Source: an optimization exercise on an open RTL-to-GDS flow (aim: small area). Production flows keep margins and buffers that such runs may drop. Only the layout flow was run in this run; the RTL was not checked for function there. Power and IR drop assume default switching activity.

===== flow/run.sh =====
#!/bin/bash
# synth_recipe.tcl (not shown) runs the flow's synth.tcl, then flattens the netlist and writes it again
# the make line also repeats each setting of config.mk as NAME=value (left out here)
make -C /OpenROAD-flow-scripts/flow DESIGN_CONFIG=/design/flow/config.mk WORK_HOME=/design/flow/orfs CLKGATE_MAP_FILE= SYNTH_SCRIPT=/design/flow/synth_recipe.tcl finish

===== flow/config.mk =====
export PLATFORM = sky130hd
export DESIGN_NAME = Cajero
export DESIGN_NICKNAME = Cajero
export VERILOG_FILES = /design/flow/design.v
export SDC_FILE = /design/flow/constraint.sdc
export NUM_CORES = 4
export LEC_CHECK = 0
export CAP_MARGIN = 20
export CORE_MARGIN = 2
export CORE_UTILIZATION = 40
export PLACE_DENSITY = 0.6
export SLEW_MARGIN = 20

===== flow/constraint.sdc =====
create_clock -name core_clock -period 6.0 [get_ports {CLK}]
set_input_delay 1.2000 -clock core_clock [delete_from_list [all_inputs] [get_ports {CLK}]]
set_output_delay 1.2000 -clock core_clock [all_outputs]
set_load 0.01 [all_outputs]

===== flow/design.v =====
module Cajero (
    input CLK,
    input RESET,
    input TARJETA_RECIBIDA,
    input [15:0] PIN_CORRECTO,
    input [3:0] DIGITO,
    input DIGITO_STB,
    input TIPO_TRANS,
    input [31:0] MONTO,
    input MONTO_STB,
    input [63:0] BALANCE_INICIAL,
    output reg [63:0] BALANCE_ACTUALIZADO,
    output BALANCE_STB,
    output ENTREGAR_DINERO,
    output FONDOS_INSUFICIENTES,
    output reg PIN_INCORRECTO,
    output reg ADVERTENCIA,
    output BLOQUEO
    );
    localparam ESP = 3'd0, ING = 3'd1, ANA = 3'd2, DET = 3'd3,
               DEP = 3'd4, RET = 3'd5, FIN = 3'd6, BLQ = 3'd7;
    reg [2:0]  estado;
    reg [1:0]  cnt;         
    reg [1:0]  intentos;
    reg [15:0] pin;
    wire s_ing = (estado == ING);
    wire s_fin = (estado == FIN);
    wire md    = (estado == DEP) & MONTO_STB;
    wire mw    = (estado == RET) & MONTO_STB;
    assign BALANCE_STB          = s_fin;
    assign ENTREGAR_DINERO      = s_fin & cnt[0];
    assign FONDOS_INSUFICIENTES = s_fin & cnt[1];
    assign BLOQUEO              = (estado == BLQ);
    wire [63:0] x  = md ? BALANCE_INICIAL : BALANCE_ACTUALIZADO;
    wire [31:0] b  = {32{md}} & MONTO | {32{mw}} & ~MONTO;
    wire        ci = mw;
    wire [31:0] ap = x[31:0] ^ b;
    wire [31:0] ag = x[31:0] & b;
    wire [32:0] cc;
    assign cc[0] = ci;
    wire [31:0] g0 = {ag[31:1], ag[0] | (ap[0] & ci)};
    wire bg1 = g0[1] | (ap[1] & g0[0]);
    wire bp1 = ap[1] & ap[0];
    wire bg2 = g0[3] | (ap[3] & g0[2]);
    wire bp2 = ap[3] & ap[2];
    wire bg3 = g0[5] | (ap[5] & g0[4]);
    wire bp3 = ap[5] & ap[4];
    wire bg4 = g0[7] | (ap[7] & g0[6]);
    wire bp4 = ap[7] & ap[6];
    wire bg5 = g0[9] | (ap[9] & g0[8]);
    wire bp5 = ap[9] & ap[8];
    wire bg6 = g0[11] | (ap[11] & g0[10]);
    wire bp6 = ap[11] & ap[10];
    wire bg7 = g0[13] | (ap[13] & g0[12]);
    wire bp7 = ap[13] & ap[12];
    wire bg8 = g0[15] | (ap[15] & g0[14]);
    wire bp8 = ap[15] & ap[14];
    wire bg9 = g0[17] | (ap[17] & g0[16]);
    wire bp9 = ap[17] & ap[16];
    wire bg10 = g0[19] | (ap[19] & g0[18]);
    wire bp10 = ap[19] & ap[18];
    wire bg11 = g0[21] | (ap[21] & g0[20]);
    wire bp11 = ap[21] & ap[20];
    wire bg12 = g0[23] | (ap[23] & g0[22]);
    wire bp12 = ap[23] & ap[22];
    wire bg13 = g0[25] | (ap[25] & g0[24]);
    wire bp13 = ap[25] & ap[24];
    wire bg14 = g0[27] | (ap[27] & g0[26]);
    wire bp14 = ap[27] & ap[26];
    wire bg15 = g0[29] | (ap[29] & g0[28]);
    wire bp15 = ap[29] & ap[28];
    wire bg16 = g0[31] | (ap[31] & g0[30]);
    wire bp16 = ap[31] & ap[30];
    wire bg17 = bg2 | (bp2 & bg1);
    wire bp17 = bp2 & bp1;
    wire bg18 = bg4 | (bp4 & bg3);
    wire bp18 = bp4 & bp3;
    wire bg19 = bg6 | (bp6 & bg5);
    wire bp19 = bp6 & bp5;
    wire bg20 = bg8 | (bp8 & bg7);
    wire bp20 = bp8 & bp7;
    wire bg21 = bg10 | (bp10 & bg9);
    wire bp21 = bp10 & bp9;
    wire bg22 = bg12 | (bp12 & bg11);
    wire bp22 = bp12 & bp11;
    wire bg23 = bg14 | (bp14 & bg13);
    wire bp23 = bp14 & bp13;
    wire bg24 = bg16 | (bp16 & bg15);
    wire bp24 = bp16 & bp15;
    wire bg25 = bg18 | (bp18 & bg17);
    wire bp25 = bp18 & bp17;
    wire bg26 = bg20 | (bp20 & bg19);
    wire bp26 = bp20 & bp19;
    wire bg27 = bg22 | (bp22 & bg21);
    wire bp27 = bp22 & bp21;
    wire bg28 = bg24 | (bp24 & bg23);
    wire bp28 = bp24 & bp23;
    wire bg29 = bg26 | (bp26 & bg25);
    wire bp29 = bp26 & bp25;
    wire bg30 = bg28 | (bp28 & bg27);
    wire bp30 = bp28 & bp27;
    wire bg31 = bg30 | (bp30 & bg29);
    wire bp31 = bp30 & bp29;
    wire bg32 = bg27 | (bp27 & bg29);
    wire bp32 = bp27 & bp29;
    wire bg33 = bg19 | (bp19 & bg25);
    wire bp33 = bp19 & bp25;
    wire bg34 = bg21 | (bp21 & bg29);
    wire bp34 = bp21 & bp29;
    wire bg35 = bg23 | (bp23 & bg32);
    wire bp35 = bp23 & bp32;
    wire bg36 = bg3 | (bp3 & bg17);
    wire bp36 = bp3 & bp17;
    wire bg37 = bg5 | (bp5 & bg25);
    wire bp37 = bp5 & bp25;
    wire bg38 = bg7 | (bp7 & bg33);
    wire bp38 = bp7 & bp33;
    wire bg39 = bg9 | (bp9 & bg29);
    wire bp39 = bp9 & bp29;
    wire bg40 = bg11 | (bp11 & bg34);
    wire bp40 = bp11 & bp34;
    wire bg41 = bg13 | (bp13 & bg32);
    wire bp41 = bp13 & bp32;
    wire bg42 = bg15 | (bp15 & bg35);
    wire bp42 = bp15 & bp35;
    wire bg43 = g0[2] | (ap[2] & bg1);
    wire bp43 = ap[2] & bp1;
    wire bg44 = g0[4] | (ap[4] & bg17);
    wire bp44 = ap[4] & bp17;
    wire bg45 = g0[6] | (ap[6] & bg36);
    wire bp45 = ap[6] & bp36;
    wire bg46 = g0[8] | (ap[8] & bg25);
    wire bp46 = ap[8] & bp25;
    wire bg47 = g0[10] | (ap[10] & bg37);
    wire bp47 = ap[10] & bp37;
    wire bg48 = g0[12] | (ap[12] & bg33);
    wire bp48 = ap[12] & bp33;
    wire bg49 = g0[14] | (ap[14] & bg38);
    wire bp49 = ap[14] & bp38;
    wire bg50 = g0[16] | (ap[16] & bg29);
    wire bp50 = ap[16] & bp29;
    wire bg51 = g0[18] | (ap[18] & bg39);
    wire bp51 = ap[18] & bp39;
    wire bg52 = g0[20] | (ap[20] & bg34);
    wire bp52 = ap[20] & bp34;
    wire bg53 = g0[22] | (ap[22] & bg40);
    wire bp53 = ap[22] & bp40;
    wire bg54 = g0[24] | (ap[24] & bg32);
    wire bp54 = ap[24] & bp32;
    wire bg55 = g0[26] | (ap[26] & bg41);
    wire bp55 = ap[26] & bp41;
    wire bg56 = g0[28] | (ap[28] & bg35);
    wire bp56 = ap[28] & bp35;
    wire bg57 = g0[30] | (ap[30] & bg42);
    wire bp57 = ap[30] & bp42;
    assign cc[1] = g0[0];
    assign cc[2] = bg1;
    assign cc[3] = bg43;
    assign cc[4] = bg17;
    assign cc[5] = bg44;
    assign cc[6] = bg36;
    assign cc[7] = bg45;
    assign cc[8] = bg25;
    assign cc[9] = bg46;
    assign cc[10] = bg37;
    assign cc[11] = bg47;
    assign cc[12] = bg33;
    assign cc[13] = bg48;
    assign cc[14] = bg38;
    assign cc[15] = bg49;
    assign cc[16] = bg29;
    assign cc[17] = bg50;
    assign cc[18] = bg39;
    assign cc[19] = bg51;
    assign cc[20] = bg34;
    assign cc[21] = bg52;
    assign cc[22] = bg40;
    assign cc[23] = bg53;
    assign cc[24] = bg32;
    assign cc[25] = bg54;
    assign cc[26] = bg41;
    assign cc[27] = bg55;
    assign cc[28] = bg35;
    assign cc[29] = bg56;
    assign cc[30] = bg42;
    assign cc[31] = bg57;
    assign cc[32] = bg31;
    wire [31:0] slo = ap ^ cc[31:0];
    wire        c   = cc[32];
    wire [31:0] y = x[63:32] ^ {32{~md}};    
    wire [32:0] t;
    assign t[0] = 1'b1;
    genvar k;
    generate for (k = 0; k < 32; k = k + 1) begin : pf
        assign t[k+1] = t[k] & y[k];
    end endgenerate
    wire        hi_zero = t[32] & ~md;       
    wire        flip = md ? c : (mw & ~c & ~hi_zero);
    wire [31:0] shi = x[63:32] ^ ({32{flip}} & t[31:0]);
    wire        refused = mw & ~c & hi_zero;
    wire [63:0] nbal = {shi, refused ? BALANCE_ACTUALIZADO[31:0] : slo};
    wire dig = s_ing & DIGITO_STB & ~(&intentos);
    always @(posedge CLK) begin
        if (!RESET) begin
            estado <= ESP;
            cnt <= 0;
            intentos <= 0;
            PIN_INCORRECTO <= 0;
            ADVERTENCIA <= 0;
            BALANCE_ACTUALIZADO <= 0;
        end else begin
            BALANCE_ACTUALIZADO <= nbal;
            if (dig) pin <= {pin[11:0], DIGITO};
            if (s_ing) begin
                PIN_INCORRECTO <= (intentos == 2'd1);
                ADVERTENCIA    <= (intentos == 2'd2);
            end
            case (estado)
                ESP: if (TARJETA_RECIBIDA) estado <= ING;
                ING: begin
                    if (&intentos) estado <= BLQ;
                    else if (DIGITO_STB) begin
                        cnt <= cnt + 2'd1;
                        if (&cnt) estado <= ANA;
                    end
                end
                ANA: begin
                    if (pin != PIN_CORRECTO) begin
                        intentos <= intentos + 2'd1;
                        estado <= ING;
                    end else
                        estado <= DET;
                end
                DET: estado <= TIPO_TRANS ? RET : DEP;
                DEP: if (MONTO_STB) estado <= FIN;
                RET: if (MONTO_STB) begin
                    estado <= FIN;
                    cnt <= refused ? 2'b10 : 2'b01;
                end
                FIN: begin
                    estado <= ESP;
                    cnt <= 0;
                    intentos <= 0;
                    PIN_INCORRECTO <= 0;
                    ADVERTENCIA <= 0;
                end
                BLQ: ;
            endcase
        end
    end
endmodule

==> impl_metrics.env <==
export IMPL_clock_latency_ps=350
export IMPL_synth_edf_count=16
export IMPL_finalHoldViolCount=0
export IMPL_p_leak_nw=3.91
export IMPL_p_int_mw=1.16
export IMPL_final_nets=1218
export IMPL_maxCapViolations=0
export IMPL_setup_viol=0
export IMPL_synth_seq_cells=89
export IMPL_ant_nets=0
export IMPL_synthArstFlopShare=0
export IMPL_initial_core_util=0.405
export IMPL_drive_gt1_frac=0.0629
export IMPL_holdCritPathClass="flip-flop to flip-flop"
export IMPL_synth_ff_type="dfxtp_1"
export IMPL_synth_top_cell_area_share=0.211
export IMPL_ios=192
export IMPL_slowest_stage="nor4bb_4"
export IMPL_crit_family="simple AND/OR/NAND/NOR gates"
export IMPL_post_drt_wl_per_cell_um=16.5
export IMPL_die_width_um=136
export IMPL_fin_tns_setup_ps=0
export IMPL_drv_slew=0
export IMPL_worst_ep_arrival_time_ps=5630
export IMPL_ys_seq_area_frac=0.280
export IMPL_path_buf_inv=4
export IMPL_synth_warning_count=1
export IMPL_cts_resized=0
export IMPL_combPwrFrac=0.244
export IMPL_drc=0
export IMPL_yosysMostFrequentCell="nand2_1"
export IMPL_via_per_inst=5.31
export IMPL_crit_chain="clkdlybuf4s50_1 -> nor4bb_4 -> buf_4 -> nand2_1 -> nand2_1 -> fa_1 -> inv_1 -> fa_1 -> nor2b_1 -> o31a_1 -> o41ai_1 -> buf_4 -> a21boi_0 -> or2_2 -> a21boi_0 -> o21bai_1 -> a21oi_1 -> fa_1 -> xnor2_1 -> nand2_1 -> a21oi_1"
export IMPL_finClkSkew_ps=8.94
export IMPL_power_frac_seq=0.411
export IMPL_ir_drop_mv=0.131
export IMPL_yosysTopAreaCell="dfxtp_1"
export IMPL_core_um2=17100
export IMPL_grt_pass1_wl_mm=34.6
export IMPL_cts_tree="done"
export IMPL_timing_hold_ws_ps=471
export IMPL_drt_pass1_iterations=5
export IMPL_crit_fanout=9
export IMPL_clkSlewWorstSetupHoldPaths_ps=80
export IMPL_dieArea_um2=18400
export IMPL_max_freq_ghz=0.187
export IMPL_status="timing/DRC/antenna clean"
export IMPL_syn_avg_cell_area_um2=8.03
export IMPL_slew_headroom=0.329
export IMPL_ys_types=71
export IMPL_holdBufCountCts=0
export IMPL_drt_iter0_drc=351
export IMPL_grt_pass1_vias=6727
export IMPL_fill_cells=1691
export IMPL_cp_data_required_time_ps=6290
export IMPL_tightest_slew_ps=1000
export IMPL_cts_root_buffer="clkbuf_16"
export IMPL_antenna_found_initial=0
export IMPL_overflow=0
export IMPL_fin_crit_sh=0.890
export IMPL_synthCells=863
export IMPL_port_buffers=191
export IMPL_grt_usage=0.236
export IMPL_power_density_nw_per_um2=178
export IMPL_numCtsBuffers=9
export IMPL_antenna_cells=0
export IMPL_finalWirelength_mm=21.1
export IMPL_syn_num_nets=1036
export IMPL_grt_max_degree=44
export IMPL_die_h_um=136
export IMPL_min_period_ps=5340
export IMPL_dp_cells=1259
export IMPL_num_vias=6766
export IMPL_hpwl_mm=15.8
export IMPL_netlist_area_um2=6930
export IMPL_fin_util=0.555
export IMPL_final_cells=1275
export IMPL_end_kind="flip-flop"
export IMPL_post_cts_buffers=0
export IMPL_max_stage_delay_ps=570
export IMPL_clock_path_buffers=2
export IMPL_setup_worst_path_class="input pin to flip-flop"
export IMPL_critPathLaunchType="input pin"
export IMPL_htreeDepth=3
export IMPL_rsz0062_at_grt="false"
export IMPL_power_switching_mw=0.539
export IMPL_swShare=0.318
export IMPL_cts_sinks=89
export IMPL_rows=48
export IMPL_gp_congestion=0.863
export IMPL_synth_commonest_cells="138 x nand2_1, 73 x dfxtp_1, 71 x nor2_1, 54 x inv_1, 53 x a21oi_1"
export IMPL_ys_top_cells_by_area="dfxtp_1 21%, nand2_1 7.5%, edfxtp_1 6.9%, ha_1 6.1%, fa_1 4.9%"
export IMPL_p_clk_frac=0.345
export IMPL_syn2layout_area_growth_pct=37.1
export IMPL_total_power_mw=1.69
kinds of logic (layout without fill, tap and decap cells):
family	after synthesis	count (layout)	share of synthesized area
flip-flops	89	89	0.280
AND/OR/NAND/NOR	311	311	0.205
buffers and inverters	101	288	0.0589
multiplexers	32	32	0.0468
XOR/XNOR	62	62	0.0784
adder cells (fa/ha/maj)	51	51	0.111
AO/OA/AOI/OAI	217	217	0.220
state kept, by name, summed over array words and instances, names as in the netlist:
name / count
pin: 16
ADVERTENCIA: 1
PIN_INCORRECTO: 1
intentos: 2
cnt: 2
BALANCE_ACTUALIZADO: 64
estado: 3
metal layers:
metal / up-vias / wire length [um] / track usage / part of all wire
met5: - / 0 / 0 / 0
met4: 0 / 325 / 0.0654 / 0.015
met3: 18 / 1050 / 0.0348 / 0.050
met2: 169 / 9400 / 0.377 / 0.45
met1: 3143 / 10300 / 0.332 / 0.49
li1: 3436 / - / - / -
through the flow:
step | instance area [um2] | worst slack, ps
floorplan | 6930 | 306
global placement | 9200 | 370
detailed placement | 9200 | 310
CTS | 9490 | 642
global route | 9500 | 226
finish | 9500 | 659
cell usage in the layout (no fill, tap or decap), types with 10 or more instances in the layout:
cell,instances
a211oi_1,13
a21o_1,24
a21oi_1,53
a311oi_1,10
a31oi_1,12
buf_4,24
clkdlybuf4s50_1,191
dfxtp_1,73
edfxtp_1,16
fa_1,17
ha_1,34
inv_1,54
mux2i_1,31
nand2_1,138
nand3_1,19
nand4_1,17
nor2_1,71
nor3_1,13
nor4_1,13
o21ai_0,33
xnor2_1,32
xor2_1,30
worst reg2reg max path, cell delays in order (launching register included):
cell	delay [ps]
dfxtp_1	790
nor4bb_4	190
buf_4	230
nand2_1	80
nand2_1	70
fa_1	380
inv_1	100
fa_1	240
nor2b_1	80
o31a_1	250
o41ai_1	240
buf_4	190
nand3_1	90
a311o_1	380
a311oi_1	350
o21bai_1	90
a21oi_1	210
fa_1	420
a211oi_1	190
path summary, 6_finish.rpt:
path	from	to	slack, ps	cells after the start
worst max-delay path	MONTO_STB	BALANCE_ACTUALIZADO[31]	660	21
worst min-delay path	BALANCE_ACTUALIZADO[9]	BALANCE_ACTUALIZADO[9]	470	2
worst max register to register	estado[1]	BALANCE_ACTUALIZADO[18]	1350	18
worst min register to register	BALANCE_ACTUALIZADO[9]	BALANCE_ACTUALIZADO[9]	470	2
layout make-up:
cell class,count,area (um2),area share
Timing Repair Buffer,217,2130,0.224
Multi-Input combinational cell,673,4640,0.488
Clock inverter,7,72.6,0.00764
Inverter,55,206,0.0217
Clock buffer,9,225,0.0237
Tap cell,225,282,0.0296
Sequential cell,89,1940,0.204
power groups by stage:
stage	clock, mW	combinational (mW)	sequential, mW
floorplan	0	0.230	0.692
global placement	0	0.409	0.709
detailed placement	0	0.411	0.710
CTS	0.597	0.414	0.696
global route	0.616	0.458	0.703
finish	0.585	0.414	0.696

-- separate check: timing with driven ports --
No port has a modelled driver above. Below, the same layout with a new extraction and two added sets of constraints.
Step 1 sets driving cells, clkbuf_16 on the clock port and buf_2 on the other inputs (assumed; they add their load-dependent delay and slew).
Step 2 also shifts input and output timing later by t, the mid clock arrival at the registers, as if the neighbouring blocks saw the same clock.
Three values: no drivers, after step 1, after step 2; two values: the first two.
t (ns): 0.392
setup WS [ns]: 0.659 / 0.675 / 0.283
latest minus earliest clock arrival (ns): 0.009 / 0.009
slew at the worst register clock pin (ns): 0.08 / 0.08
worst slew at a driven data input, ns: 0.07
After both steps this run still meets setup and hold. For this run, drivers alone change the setup slack by +0.016 ns; drivers and shift together by -0.376 ns.
